This design comes from an exercise in tuning for small area, a short achievable clock period and few clock cycles per item on the open sky130 flow, not from production work. Function was not checked in any run shown here: the RTL went through the layout flow alone. Power and IR drop assume default switching activity.

===== design/flow/config.mk =====
export PLATFORM = sky130hd
export DESIGN_NAME = MD5_custom_SIMD_instruction
export DESIGN_NICKNAME = MD5_custom_SIMD_instruction
export VERILOG_FILES = /design/flow/design.v
export SDC_FILE = /design/flow/constraint.sdc
export NUM_CORES = 8
export LEC_CHECK = 0
export ABC_CLOCK_PERIOD_IN_PS = 1000
export CAP_MARGIN = 20
export CORE_AREA = 5 5 385 385
export DIE_AREA = 0 0 390 390
export SETUP_SLACK_MARGIN = 5
export SLEW_MARGIN = 20

===== design/flow/constraint.sdc =====
create_clock -name core_clock -period 12.0 [get_ports {clk}]
set_input_delay 2.4000 -clock core_clock [delete_from_list [all_inputs] [get_ports {clk}]]
set_output_delay 2.4000 -clock core_clock [all_outputs]
set_load 0.01 [all_outputs]

===== design/flow/design.v =====
module md5_tables (
  input  wire [5:0]  step,
  output reg  [31:0] kadd,
  output reg  [7:0]  msel,
  output reg  [15:0] rsel
);
  always @(*) begin
    case (step)
      6'd0: begin kadd = 32'he8c7b756; msel = 8'b00000100; rsel = 16'b0000000000000001; end
      6'd1: begin kadd = 32'h242070db; msel = 8'b00010000; rsel = 16'b0000000000000010; end
      6'd2: begin kadd = 32'hc1bdceee; msel = 8'b00000010; rsel = 16'b0000000000000100; end
      6'd3: begin kadd = 32'hf57c0faf; msel = 8'b00000001; rsel = 16'b0000000000001000; end
      6'd4: begin kadd = 32'h4787c62a; msel = 8'b10000000; rsel = 16'b0000000000000001; end
      6'd5: begin kadd = 32'ha8304613; msel = 8'b00010000; rsel = 16'b0000000000000010; end
      6'd6: begin kadd = 32'hfd469501; msel = 8'b01000000; rsel = 16'b0000000000000100; end
      6'd7: begin kadd = 32'h698098d8; msel = 8'b00000001; rsel = 16'b0000000000001000; end
      6'd8: begin kadd = 32'h8b44f7af; msel = 8'b00000100; rsel = 16'b0000000000000001; end
      6'd9: begin kadd = 32'hffff5bb1; msel = 8'b00010000; rsel = 16'b0000000000000010; end
      6'd10: begin kadd = 32'h895cd7be; msel = 8'b00000010; rsel = 16'b0000000000000100; end
      6'd11: begin kadd = 32'h6b901122; msel = 8'b00000001; rsel = 16'b0000000000001000; end
      6'd12: begin kadd = 32'hfd987193; msel = 8'b10000000; rsel = 16'b0000000000000001; end
      6'd13: begin kadd = 32'ha679438e; msel = 8'b00010000; rsel = 16'b0000000000000010; end
      6'd14: begin kadd = 32'h49b40821; msel = 8'b01000000; rsel = 16'b0000000000000100; end
      6'd15: begin kadd = 32'hf61e2562; msel = 8'b00000010; rsel = 16'b0000000000001000; end
      6'd16: begin kadd = 32'hc040b340; msel = 8'b00000001; rsel = 16'b0000000000010000; end
      6'd17: begin kadd = 32'h265e5a51; msel = 8'b00100000; rsel = 16'b0000000000100000; end
      6'd18: begin kadd = 32'he9b6c7aa; msel = 8'b00001000; rsel = 16'b0000000001000000; end
      6'd19: begin kadd = 32'hd62f105d; msel = 8'b01000000; rsel = 16'b0000000010000000; end
      6'd20: begin kadd = 32'h02441453; msel = 8'b00000001; rsel = 16'b0000000000010000; end
      6'd21: begin kadd = 32'hd8a1e681; msel = 8'b00000001; rsel = 16'b0000000000100000; end
      6'd22: begin kadd = 32'he7d3fbc8; msel = 8'b00001000; rsel = 16'b0000000001000000; end
      6'd23: begin kadd = 32'h21e1cde6; msel = 8'b00000010; rsel = 16'b0000000010000000; end
      6'd24: begin kadd = 32'hc33707d6; msel = 8'b00000001; rsel = 16'b0000000000010000; end
      6'd25: begin kadd = 32'hf4d50d87; msel = 8'b00100000; rsel = 16'b0000000000100000; end
      6'd26: begin kadd = 32'h455a14ed; msel = 8'b00001000; rsel = 16'b0000000001000000; end
      6'd27: begin kadd = 32'ha9e3e905; msel = 8'b01000000; rsel = 16'b0000000010000000; end
      6'd28: begin kadd = 32'hfcefa3f8; msel = 8'b00000001; rsel = 16'b0000000000010000; end
      6'd29: begin kadd = 32'h676f02d9; msel = 8'b00000001; rsel = 16'b0000000000100000; end
      6'd30: begin kadd = 32'h8d2a4c8a; msel = 8'b00001000; rsel = 16'b0000000001000000; end
      6'd31: begin kadd = 32'hfffa3942; msel = 8'b00010000; rsel = 16'b0000000010000000; end
      6'd32: begin kadd = 32'h8771f681; msel = 8'b01000000; rsel = 16'b0000000100000000; end
      6'd33: begin kadd = 32'h6d9d6122; msel = 8'b00100000; rsel = 16'b0000001000000000; end
      6'd34: begin kadd = 32'hfde5380c; msel = 8'b10000000; rsel = 16'b0000010000000000; end
      6'd35: begin kadd = 32'ha4beea44; msel = 8'b00010000; rsel = 16'b0000100000000000; end
      6'd36: begin kadd = 32'h4bdecfa9; msel = 8'b00000010; rsel = 16'b0000000100000000; end
      6'd37: begin kadd = 32'hf6bb4b60; msel = 8'b00100000; rsel = 16'b0000001000000000; end
      6'd38: begin kadd = 32'hbebfbc70; msel = 8'b00000100; rsel = 16'b0000010000000000; end
      6'd39: begin kadd = 32'h289b7ec6; msel = 8'b00010000; rsel = 16'b0000100000000000; end
      6'd40: begin kadd = 32'heaa127fa; msel = 8'b01000000; rsel = 16'b0000000100000000; end
      6'd41: begin kadd = 32'hd4ef3085; msel = 8'b00100000; rsel = 16'b0000001000000000; end
      6'd42: begin kadd = 32'h04881d05; msel = 8'b10000000; rsel = 16'b0000010000000000; end
      6'd43: begin kadd = 32'hd9d4d039; msel = 8'b00010000; rsel = 16'b0000100000000000; end
      6'd44: begin kadd = 32'he6db99e5; msel = 8'b00000010; rsel = 16'b0000000100000000; end
      6'd45: begin kadd = 32'h1fa27cf8; msel = 8'b00100000; rsel = 16'b0000001000000000; end
      6'd46: begin kadd = 32'hc4ac5665; msel = 8'b00000100; rsel = 16'b0000010000000000; end
      6'd47: begin kadd = 32'hf4292244; msel = 8'b00000001; rsel = 16'b0000100000000000; end
      6'd48: begin kadd = 32'h432aff97; msel = 8'b00001000; rsel = 16'b0001000000000000; end
      6'd49: begin kadd = 32'hab9423a7; msel = 8'b01000000; rsel = 16'b0010000000000000; end
      6'd50: begin kadd = 32'hfc93a039; msel = 8'b00100000; rsel = 16'b0100000000000000; end
      6'd51: begin kadd = 32'h655b59c3; msel = 8'b00100000; rsel = 16'b1000000000000000; end
      6'd52: begin kadd = 32'h8f0ccc92; msel = 8'b00001000; rsel = 16'b0001000000000000; end
      6'd53: begin kadd = 32'hffeff47d; msel = 8'b00000010; rsel = 16'b0010000000000000; end
      6'd54: begin kadd = 32'h85845dd1; msel = 8'b00100000; rsel = 16'b0100000000000000; end
      6'd55: begin kadd = 32'h6fa87e4f; msel = 8'b00000001; rsel = 16'b1000000000000000; end
      6'd56: begin kadd = 32'hfe2ce6e0; msel = 8'b00001000; rsel = 16'b0001000000000000; end
      6'd57: begin kadd = 32'ha3014314; msel = 8'b01000000; rsel = 16'b0010000000000000; end
      6'd58: begin kadd = 32'h4e0811a1; msel = 8'b00100000; rsel = 16'b0100000000000000; end
      6'd59: begin kadd = 32'hf7537e82; msel = 8'b00100000; rsel = 16'b1000000000000000; end
      6'd60: begin kadd = 32'hbd3af235; msel = 8'b00001000; rsel = 16'b0001000000000000; end
      6'd61: begin kadd = 32'h2ad7d2bb; msel = 8'b00000010; rsel = 16'b0010000000000000; end
      6'd62: begin kadd = 32'heb86d391; msel = 8'b00100000; rsel = 16'b0100000000000000; end
      6'd63: begin kadd = 32'h67452301; msel = 8'b00000000; rsel = 16'b1000000000000000; end
      default: begin kadd = 32'h0; msel = 8'b0; rsel = 16'b0; end
    endcase
  end
endmodule
module MD5_custom_SIMD_instruction (clk, reset,
	in_v, rd, vrd1, vrd2,
		in_data, in_vdata1, in_vdata2,
	out_v, out_rd, out_vrd1, out_vrd2,
		out_data, out_vdata1, out_vdata2);
	input clk, reset;
	input in_v;
	input [4:0] rd;
	input [2:0] vrd1, vrd2;
	input [32-1:0] in_data;
	input [256-1:0] in_vdata1, in_vdata2;
	output out_v;
	output [4:0] out_rd;
	output [2:0] out_vrd1, out_vrd2;
	output [32-1:0] out_data;
	output [256-1:0] out_vdata1, out_vdata2;
	wire [511:0] min = {in_vdata2, in_vdata1};
	reg        busy, fin, outv, first;
	reg [5:0]  cnt;
	reg [4:0]  t_rd;
	reg [2:0]  t_vrd1, t_vrd2;
	reg [31:0] a, b, c, d, t;
	reg [31:0] ring [0:15];
	wire       run = busy | fin;
	wire [31:0] kadd;
	wire [7:0]  msel;
	wire [15:0] rsel;
	md5_tables tab (.step(cnt), .kadd(kadd), .msel(msel), .rsel(rsel));
	wire [7:0] ms = fin ? 8'd0 : msel;
	wire [31:0] mword =
		({32{ms[0]}} & ring[0]) |
		({32{ms[1]}} & ring[1]) |
		({32{ms[2]}} & ring[2]) |
		({32{ms[3]}} & ring[3]) |
		({32{ms[4]}} & ring[5]) |
		({32{ms[5]}} & ring[8]) |
		({32{ms[6]}} & ring[9]) |
		({32{ms[7]}} & ring[10]);
	wire [31:0] kk = fin ? 32'h10325476 : kadd;
	wire [31:0] tsum = d + kk + mword;
	reg [31:0] f;
	always @(*) begin
		if (first) f = 32'hd76aa477;
		else case (cnt[5:4])
			2'd0: f = (b & c) | (~b & d);
			2'd1: f = (d & b) | (~d & c);
			2'd2: f = b ^ c ^ d;
			default: f = c ^ (b | ~d);
		endcase
	end
	wire [31:0] x = f + t;
	wire [15:0] rs = fin ? 16'd0 : rsel;
	wire [31:0] y =
		({32{rs[0]}} & {x[24:0], x[31:25]}) |
		({32{rs[1]}} & {x[19:0], x[31:20]}) |
		({32{rs[2]}} & {x[14:0], x[31:15]}) |
		({32{rs[3]}} & {x[9:0], x[31:10]}) |
		({32{rs[4]}} & {x[26:0], x[31:27]}) |
		({32{rs[5]}} & {x[22:0], x[31:23]}) |
		({32{rs[6]}} & {x[17:0], x[31:18]}) |
		({32{rs[7]}} & {x[11:0], x[31:12]}) |
		({32{rs[8]}} & {x[27:0], x[31:28]}) |
		({32{rs[9]}} & {x[20:0], x[31:21]}) |
		({32{rs[10]}} & {x[15:0], x[31:16]}) |
		({32{rs[11]}} & {x[8:0], x[31:9]}) |
		({32{rs[12]}} & {x[25:0], x[31:26]}) |
		({32{rs[13]}} & {x[21:0], x[31:22]}) |
		({32{rs[14]}} & {x[16:0], x[31:17]}) |
		({32{rs[15]}} & {x[10:0], x[31:11]}) |
		({32{fin}} & 32'hefcdab89);
	wire [31:0] bn = b + y;
	integer j;
	always @(posedge clk) begin
		if (reset) begin
			busy <= 1'b0;
			fin <= 1'b0;
			outv <= 1'b0;
		end else begin
			busy <= busy ? (cnt != 6'd63) : in_v;
			fin <= busy & (cnt == 6'd63);
			outv <= fin;
		end
		first <= ~run;
		cnt <= busy ? cnt + 6'd1 : 6'd0;
		a <= t;
		if (run) begin
			b <= bn;
			c <= b;
			d <= c + (fin ? 32'h98badcfe : 32'd0);
			t <= tsum;
			for (j = 0; j < 16; j = j + 1) ring[(j+1)%16] <= ring[j];
		end else begin
			b <= 32'hefcdab89; c <= 32'h98badcfe; d <= 32'h10325476;
			t <= min[31:0];
			t_rd <= rd; t_vrd1 <= vrd1; t_vrd2 <= vrd2;
			ring[1] <= min[31:0];
			ring[2] <= min[63:32];
			ring[4] <= min[95:64];
			ring[15] <= min[127:96];
			ring[13] <= min[159:128];
			ring[6] <= min[191:160];
			ring[0] <= min[223:192];
			ring[3] <= min[255:224];
			ring[9] <= min[287:256];
			ring[10] <= min[319:288];
			ring[12] <= min[351:320];
			ring[7] <= min[383:352];
			ring[5] <= min[415:384];
			ring[14] <= min[447:416];
			ring[8] <= min[479:448];
			ring[11] <= min[511:480];
		end
	end
	assign out_v = outv;
	assign out_rd = t_rd;
	assign out_vrd1 = t_vrd1;
	assign out_vrd2 = t_vrd2;
	assign out_data = 32'd0;
	assign out_vdata2 = {256{1'b0}};
	assign out_vdata1 = {128'd0, t, d, b, a};
endmodule

===== design/flow/run.sh =====
#!/bin/bash
# synth_recipe.tcl (not shown) runs the flow's synth.tcl, then flattens the netlist and writes it again
# the make line also repeats each setting of config.mk as NAME=value (left out here)
make -C /OpenROAD-flow-scripts/flow DESIGN_CONFIG=/design/flow/config.mk WORK_HOME=/design/flow/orfs CLKGATE_MAP_FILE= SYNTH_SCRIPT=/design/flow/synth_recipe.tcl finish

==> results of run 1 <==
## worst reg2reg max path: cells and delay by family, from the launching register on
| kind | cells | cell delay (ns) |
|---|---|---|
| AOI/OAI and AO/OA | 15 | 3.24 |
| and+or+nand+nor | 9 | 1.54 |
| adders and majority gates | 2 | 0.74 |
| buffers and inverters | 4 | 0.64 |
| DFF | 1 | 0.41 |
| xor gates and xnor gates | 1 | 0.16 |
## layer usage
metal	vias up	global-route usage [%]
met4	44	10.4
met2	2317	39.5
met1	20400	34.3
li1	19500	-
met3	424	7.40
met5	-	0
## flip-flops by register name, summed over array words and instances, names as in the netlist
| register | flops |
|---|---|
| a | 32 |
| b | 32 |
| busy | 1 |
| c | 32 |
| cnt | 6 |
| d | 32 |
| fin | 1 |
| first | 1 |
| kadd | 32 |
| msel | 8 |
| outv | 1 |
| ring | 512 |
| rsel | 16 |
| t | 32 |
| t_rd | 5 |
| t_vrd1 | 3 |
| t_vrd2 | 3 |
## power breakdown
group          total, mW  switching (mW)  internal [mW]
Combinational       4.91            2.95           1.95
Clock               2.79            1.19           1.60
Sequential          3.21           0.392           2.82
Total               10.9            4.53           6.37
## through the flow
step,util [%],power [mW]
after floorplan,-,5.81
after detailed placement,34.3,7.55
after global placement,34.3,7.54
final,37.8,10.9
after CTS,37.0,10.5
after global routing,37.8,11.4
## area by class of cell
cell class | count | area (um2) | share of cell area (%)
Antenna cell | 40 | 100 | 0.185
Clock buffer | 123 | 2530 | 4.67
Clock inverter | 33 | 484 | 0.893
Inverter | 118 | 459 | 0.847
Multi-Input combinational cell | 4385 | 24800 | 45.7
Sequential cell | 749 | 15100 | 27.9
Tap cell | 1903 | 2380 | 4.39
Timing Repair Buffer | 836 | 8360 | 15.4
## synth_stat cells, types with 85 or more instances
cell,instances,area (um2)
nand2_1,1844,6920
dfxtp_1,738,14800
buf_4,416,3120
clkbuf_1,334,1250
a21oi_1,222,1110
nor2_1,219,822
o21ai_0,190,951
a22oi_1,187,1400
ha_1,132,1650
inv_1,116,435
nand3_1,87,435
xnor2_1,85,744
## what timing repair did
| item | in CTS | in global routing |
|---|---|---|
| endpoints found under the setup margin | 28 | 19 |
| hold endpoints to repair | 0 | 0 |
| pin swaps | 27 | 63 |
| buffers inserted | 29 | 55 |
| gates resized for setup | 102 | 104 |
| gates cloned | 5 | 3 |
## how the worst min path moves through the flow
stage,start,endpoint,slack [ns],cells after the start
4_1_cts,ring[14][7],ring[15][7],0.37,2
3_5_place_dp,ring[7][23],ring[8][23],0.41,2
5_1_grt,ring[14][28],ring[15][28],0.41,2
3_3_place_gp,ring[14][27],ring[15][27],0.40,2
2_1_floorplan,t[0],a[0],0.40,0
6_report,ring[14][7],ring[15][7],0.37,2
## kinds of logic (layout without fill, tap and decap cells)
| logic type | after synthesis | count (layout) | share of synthesized area, % |
|---|---|---|---|
| buffers and inverters | 908 | 1110 | 11.8 |
| AOI/OAI and AO/OA | 1153 | 1153 | 19.0 |
| DFF | 749 | 749 | 35.8 |
| and+or+nand+nor | 2482 | 2482 | 24.3 |
| muxes | 9 | 9 | 0.219 |
| xor gates and xnor gates | 148 | 148 | 3.07 |
| adders and majority gates | 177 | 177 | 5.81 |
| other | 1 | 456 | 0.00888 |
==> summary.md, run 1 <==
| Metric | Value |
|---|---|
| Largest net degree at the start of global routing | `195` |
| Max-cap violations | `0` |
| Post-DRT Antenna Nets | `0` |
| First-pass GRT wire length | `290000 um` |
| Longest Clk Path Bufs | `3` |
| Site Rows | `139` |
| Wirelength per Cell | `25.8 um` |
| Avg Inst Size Synth | `7.51 um2` |
| R2R Path Start | `cnt[4]` |
| Yosys cell types | `91` |
| Final critical-path share of the clock period | `57.0%` |
| Setup CP Type | `flop to flop` |
| Cell family with most CP delay | `compound AO/OA/AOI/OAI gates` |
| Vias in the first global route | `39600` |
| CP max stage cell | `ha_1` |
| Unrepaired setup endpoints after global routing | `yes` |
| Post-synthesis cell area | `42200 um2` |
| Fraction of final layout cells sized beyond drive strength 1 | `8.38%` |
| Class of the worst hold path | `flop to flop` |
| Port Buffers | `665` |
| Post-synth ARST share | `0%` |
| Max H-tree Level | `3` |
| DP Area | `49200 um2` |
| PD cells | `201 nW/um2` |
| Final Max Tran Viols | `0` |
| Synthesis Warnings | `3` |
| Crit. Startpoint | `cnt[4]` |
| Seq/Total Area, Yosys | `35.8%` |
| Commonest non-fill, non-tap cell in the layout | `nand2_1` |
| Core area | `143000 um2` |
| Global Route Usage Sum | `25.9%` |
| GR Overflow Total | `0` |
| Boundary Pins | `1114` |
| Placed wire-length estimate | `158000 um` |
| Setup_tns | `0 ns` |
| Initial Utilization | `29.4%` |
| M1 wire length | `86700 um` |
| Worst slew margin | `24.9%` |
| Clk_skew | `0.0917 ns` |
| Cell Count, Final, Fillers Out | `8187` |
| Hold buffer count at CTS | `0` |
| Min Clock Period, post-route | `6.84 ns` |
| Final worst setup slack | `5.16 ns` |
| Post-Route WL | `211000 um` |
| Critical Path End Type | `flop` |
| Final setup fails | `0` |
| Peak Freq | `0.146 GHz` |
| Total CTS buffers | `85` |
| Placed insts | `7899` |
| Synth Instances | `5627` |
| Dpl ws | `3.09 ns` |
| Required time of the critical path | `12.58 ns` |
| DRC violations left | `0` |
| Antenna violations before repair | `56` |
| 1st-iter DRT viols | `4763` |
| Clock root cell | `clkbuf_16` |
| Synth Flop Type | `dfxtp_1` |
| Vias per cell | `5.21` |
| Top sig layer | `met5` |
| Routability cong. | `0.949` |
| Slack of the worst reg-to-reg path | `5.16 ns` |
| CTS tree | `yes` |
| Die width | `390 um` |
| Hold Fails Final Rpt | `0` |
| Clk sinks | `749` |
| Worst R2R End | `b[29]` |
| # fillers | `14900` |
| Peak supply drop | `0.138 mV` |
| Die Ht | `390 um` |
| Via count | `42600` |
| Drt first pass iters | `9` |
| Buffers & Inverters on Critical Path | `4` |
| Crit-path max FO | `7` |
| Met2 wire length | `92000 um` |
| Outcome | `no timing/DRC/antenna violations` |
| Synthesis-to-finish area growth | `28.4%` |
| Most frequent cells in the layout | `nand2_1 (1838), dfxtp_1 (729), clkdlybuf4s50_1 (665), conb_1 (416), nor2_1 (210)` |
| Worst hold slack | `0.367 ns` |
| Worst-Margin Slew | `1.12 ns` |
| Lkg Pwr | `24.1 nW` |
| Crit-path max cell delay | `0.45 ns` |
| Post-synth EDFFs | `11` |
| Die ar. | `152000 um2` |
| FF+latch count, synth | `749` |
| Layout net count | `6900` |
| Met3 wire length | `22200 um` |
| Reg2reg path depth | `31` |
| Final Cell Area | `54200 um2` |
| CP Depth | `31` |
| Worst setup path end | `b[29]` |
| Data arrival, critical path | `7.43 ns` |
| Worst-Skew Late Latency | `0.75 ns` |
| Crit path launch type | `flop` |
| Reg clk slew, reported paths | `0.06 ns` |
==> inputs of run 2 (changes only) <==
--- a/design/flow/config.mk
+++ b/design/flow/config.mk
@@ -6,5 +6,5 @@
 export NUM_CORES = 8
 export LEC_CHECK = 0
-export ABC_CLOCK_PERIOD_IN_PS = 1000
+export ABC_CLOCK_PERIOD_IN_PS = 2500
 export CAP_MARGIN = 20
 export CORE_AREA = 5 5 385 385
==> summary.md, run 2 <==
| Metric | Value |
|---|---|
| Crit-path max FO | `7 (unchanged)` |
| Count leader, synth | `nand2_1` |
| Placed insts | `7899 (unchanged)` |
| Ranking of synthesized cells by area | `dfxtp_1 (35%), nand2_1 (16%), buf_4 (7.4%)` |
| Die ar. | `152000 um2 (unchanged)` |
| Most flops, register | `ring` |
| Most frequent cells in the layout | `nand2_1 (1838), dfxtp_1 (729), clkdlybuf4s50_1 (665), conb_1 (416), nor2_1 (210)` |
| Post-Route WL | `211000 um (unchanged)` |
| Post-synth ARST share | `0% (unchanged)` |
| Synth Area in Simple Gates | `24.3% (unchanged)` |
| Final critical-path share of the clock period | `57.0% (unchanged)` |
| Synthesis Warnings | `3 (unchanged)` |
| First-pass GRT wire length | `290000 um (unchanged)` |
| Yosys cell types | `91 (unchanged)` |
| Reg2reg path depth | `31 (unchanged)` |
| Crit-path max cell delay | `0.45 ns (about the same)` |
| FF+latch count, synth | `749 (unchanged)` |
| Die Ht | `390 um (unchanged)` |
| Die width | `390 um (unchanged)` |
| Post-synth EDFFs | `11 (unchanged)` |
| Data arrival, critical path | `7.43 ns (about the same)` |
| Worst hold slack | `0.367 ns (unchanged)` |
| Yosys top cell by area | `dfxtp_1` |
| Largest family of logic cells by synthesized area | `simple AND/OR/NAND/NOR gates` |
| Mux cell area share after synthesis | `0.219% (unchanged)` |
| Clk_skew | `0.0917 ns (unchanged)` |
| Largest net degree at the start of global routing | `195 (unchanged)` |
| DRC violations left | `0 (unchanged)` |
| Internal Power | `6.37 mW (unchanged)` |
| Max-cap violations | `0 (unchanged)` |
| Antenna violations before repair | `56 (unchanged)` |
| Site Rows | `139 (unchanged)` |
| Peak Freq | `0.146 GHz (unchanged)` |
| Synthesis-to-finish area growth | `28.4% (unchanged)` |
| Post-DRT Antenna Nets | `0 (unchanged)` |
| Clk sinks | `749 (unchanged)` |
| Sequential share of power | `29.5% (about the same)` |
| Hold buffer count at CTS | `0 (unchanged)` |
| Hold Fails Final Rpt | `0 (unchanged)` |
| Hold Path Depth | `2 (unchanged)` |
| Unrepaired setup endpoints after global routing | `yes` |
| Layout net count | `6900 (unchanged)` |
| Clock Power Share | `25.6% (about the same)` |
| Setup_tns | `0 ns (unchanged)` |
| Drt first pass iters | `9 (unchanged)` |
| Final setup fails | `0 (unchanged)` |
| Routability cong. | `0.949 (unchanged)` |
| Seq/Total Area, Yosys | `35.8% (unchanged)` |
| Synth Flop Type | `dfxtp_1` |
| Synthesized-area fraction occupied by adder cells | `5.81% (unchanged)` |
| Max H-tree Level | `3 (unchanged)` |
| Required time of the critical path | `12.58 ns (about the same)` |
| Boundary Pins | `1114 (unchanged)` |
| Post-synthesis cell area | `42200 um2 (unchanged)` |
| Outcome | `no timing/DRC/antenna violations` |
| Total CTS buffers | `85 (unchanged)` |
| Post-synth top area share | `35.0% (unchanged)` |
| Via count | `42600 (unchanged)` |
| Avg Inst Size Synth | `7.51 um2 (unchanged)` |
| Initial Utilization | `29.4% (unchanged)` |
| Critical Path End Type | `flop` |
| Longest Clk Path Bufs | `3 (unchanged)` |
| Flip-flop count of the largest register after layout | `512 (unchanged)` |
| P_sw | `4.53 mW (unchanged)` |
| Crit path launch type | `flop` |
| Worst-Skew Late Latency | `0.75 ns (about the same)` |
| Setup CP Type | `flop to flop` |
| 1st-iter DRT viols | `4763 (unchanged)` |
| Peak supply drop | `0.138 mV (unchanged)` |
| Reg clk slew, reported paths | `0.06 ns (about the same)` |
| Cell Count, Final, Fillers Out | `8187 (unchanged)` |
| CTS tree | `yes` |
| Clock root cell | `clkbuf_16` |
| PD cells | `201 nW/um2 (unchanged)` |
| Placed wire-length estimate | `158000 um (unchanged)` |
| CP max stage cell | `ha_1` |
| Fraction of final layout cells sized beyond drive strength 1 | `8.38% (unchanged)` |
| Synth Instances | `5627 (unchanged)` |
| Post-Synth XOR/XNOR Area | `3.07% (unchanged)` |
| Worst slew margin | `24.9% (unchanged)` |
| Synth Area in Compound Gates | `19.0% (unchanged)` |
| Vias in the first global route | `39600 (unchanged)` |
| Commonest non-fill, non-tap cell in the layout | `nand2_1` |
| Min Clock Period, post-route | `6.84 ns (unchanged)` |
| Worst-Margin Slew | `1.12 ns (unchanged)` |
| Commonest cells post-synth | `nand2_1 (1844), dfxtp_1 (738), buf_4 (416)` |
| Core area | `143000 um2 (unchanged)` |
| Port Buffers | `665 (unchanged)` |
| GR Overflow Total | `0 (unchanged)` |
| Class of the worst hold path | `flop to flop` |
| Layout Utilization | `37.8% (unchanged)` |
| Final Max Tran Viols | `0 (unchanged)` |
| Lkg Pwr | `24.1 nW (unchanged)` |
| Vias per cell | `5.21 (unchanged)` |
| Wirelength per Cell | `25.8 um (unchanged)` |
| Switch share | `41.6% (unchanged)` |
| Comb power frac | `45.0% (about the same)` |
| Global Route Usage Sum | `25.9% (unchanged)` |
==> run 2: cell counts after synthesis <==
No cell type changed its count.
==> run 2: power by group through the flow <==
stage / clock network [mW] / logic [mW] / registers (mW)
global route: 2.94 / 5.21 / 3.24
global placement: 0 / 4.30 / 3.24
floorplan: 0 / 2.73 / 3.08
CTS: 2.84 / 4.50 / 3.20
detailed placement: 0 / 4.31 / 3.25
finish: 2.79 / 4.91 / 3.21
==> run 2: timing repair <==
item,4_1_cts,5_1_grt
setup endpoints to repair,28,19
resized for setup,102,104
endpoints found under the hold margin,0,0
setup buffers,29,55
gates cloned,5,3
pin swaps,27,63
==> run 2: per-layer routing <==
| layer | global-route usage, % | up-vias | share of wire, % |
|---|---|---|---|
| met5 | 0 | - | 0.14 |
| met4 | 10.4 | 44 | 4.6 |
| met3 | 7.40 | 424 | 11 |
| met2 | 39.5 | 2317 | 44 |
| met1 | 34.3 | 20400 | 41 |
| li1 | - | 19500 | - |
==> run 2: logic make-up (layout without fill, tap and decap cells) <==
kind of cell | after synthesis | after routing
adders and majority gates | 177 | 177
other | 1 | 456
DFF | 749 | 749
buffers and inverters | 908 | 1110
muxes | 9 | 9
and+or+nand+nor | 2482 | 2482
xor gates and xnor gates | 148 | 148
AOI/OAI and AO/OA | 1153 | 1153
==> run 2: final cells by class <==
| type | count | area [um2] |
|---|---|---|
| tap | 1903 | 2380 |
| antenna | 40 | 100 |
| clock inverter | 33 | 484 |
| sequential | 749 | 15100 |
| timing repair buffer | 836 | 8360 |
| fill | 14900 | 89300 |
| inverter | 118 | 459 |
| multi-input combinational | 4385 | 24800 |
| clock buffer | 123 | 2530 |
==> run 2: worst paths after layout <==
kind | startpoint | endpoint | slack, ns
setup / recovery | cnt[4] | b[29] | 5.16
hold / removal | ring[14][7] | ring[15][7] | 0.37
setup reg to reg | cnt[4] | b[29] | 5.16
hold reg to reg | ring[14][7] | ring[15][7] | 0.37
==> run 2: worst max-delay path: cells and delay by family, from the launching register on <==
family	cells	cell delay, ns
buffers and inverters	4	0.63
adder cells (fa/ha/maj)	2	0.72
flip-flops	1	0.41
AND/OR/NAND/NOR	9	1.53
XOR/XNOR	1	0.15
AO/OA/AOI/OAI	15	3.24
==> run 2: per-stage QoR <==
stage | area, um2 | setup WS, ns | power [mW]
after floorplan | 43800 | 5.33 | 5.81
after global placement | 49200 | 3.16 | 7.54
after detailed placement | 49200 | 3.09 | 7.55
after CTS | 53100 | 5.01 | 10.5
after global routing | 54200 | 4.92 | 11.4
final | 54200 | 5.16 | 10.9

afterwards: timing with drivers on the ports:
The flow's constraints put no driver on any port. The routed layouts listed below were extracted and timed again, unchanged, in two steps. Step 1 assumes that a clkbuf_16 drives the clock port and a buf_2 every other input. Step 2, shift: input delay + t, output delay - t, t = (earliest + latest rising clock arrival at the registers) / 2. This alone moves slack from input paths to output paths. Three values: no drivers, after step 1, after step 2; two values: the first two.
run | t (ns) | setup WS [ns] | worst setup path at the end | worst register clock-pin slew, ns | cell pins on the clock port's net
run 1 | 0.774 | 5.157 / 5.157 / 5.157 | register to register | 0.07 / 0.07 | 1
run 2 | 0.774 | 5.157 / 5.157 / 5.157 | register to register | 0.07 / 0.07 | 1
After both steps setup and hold are still met in every run listed.
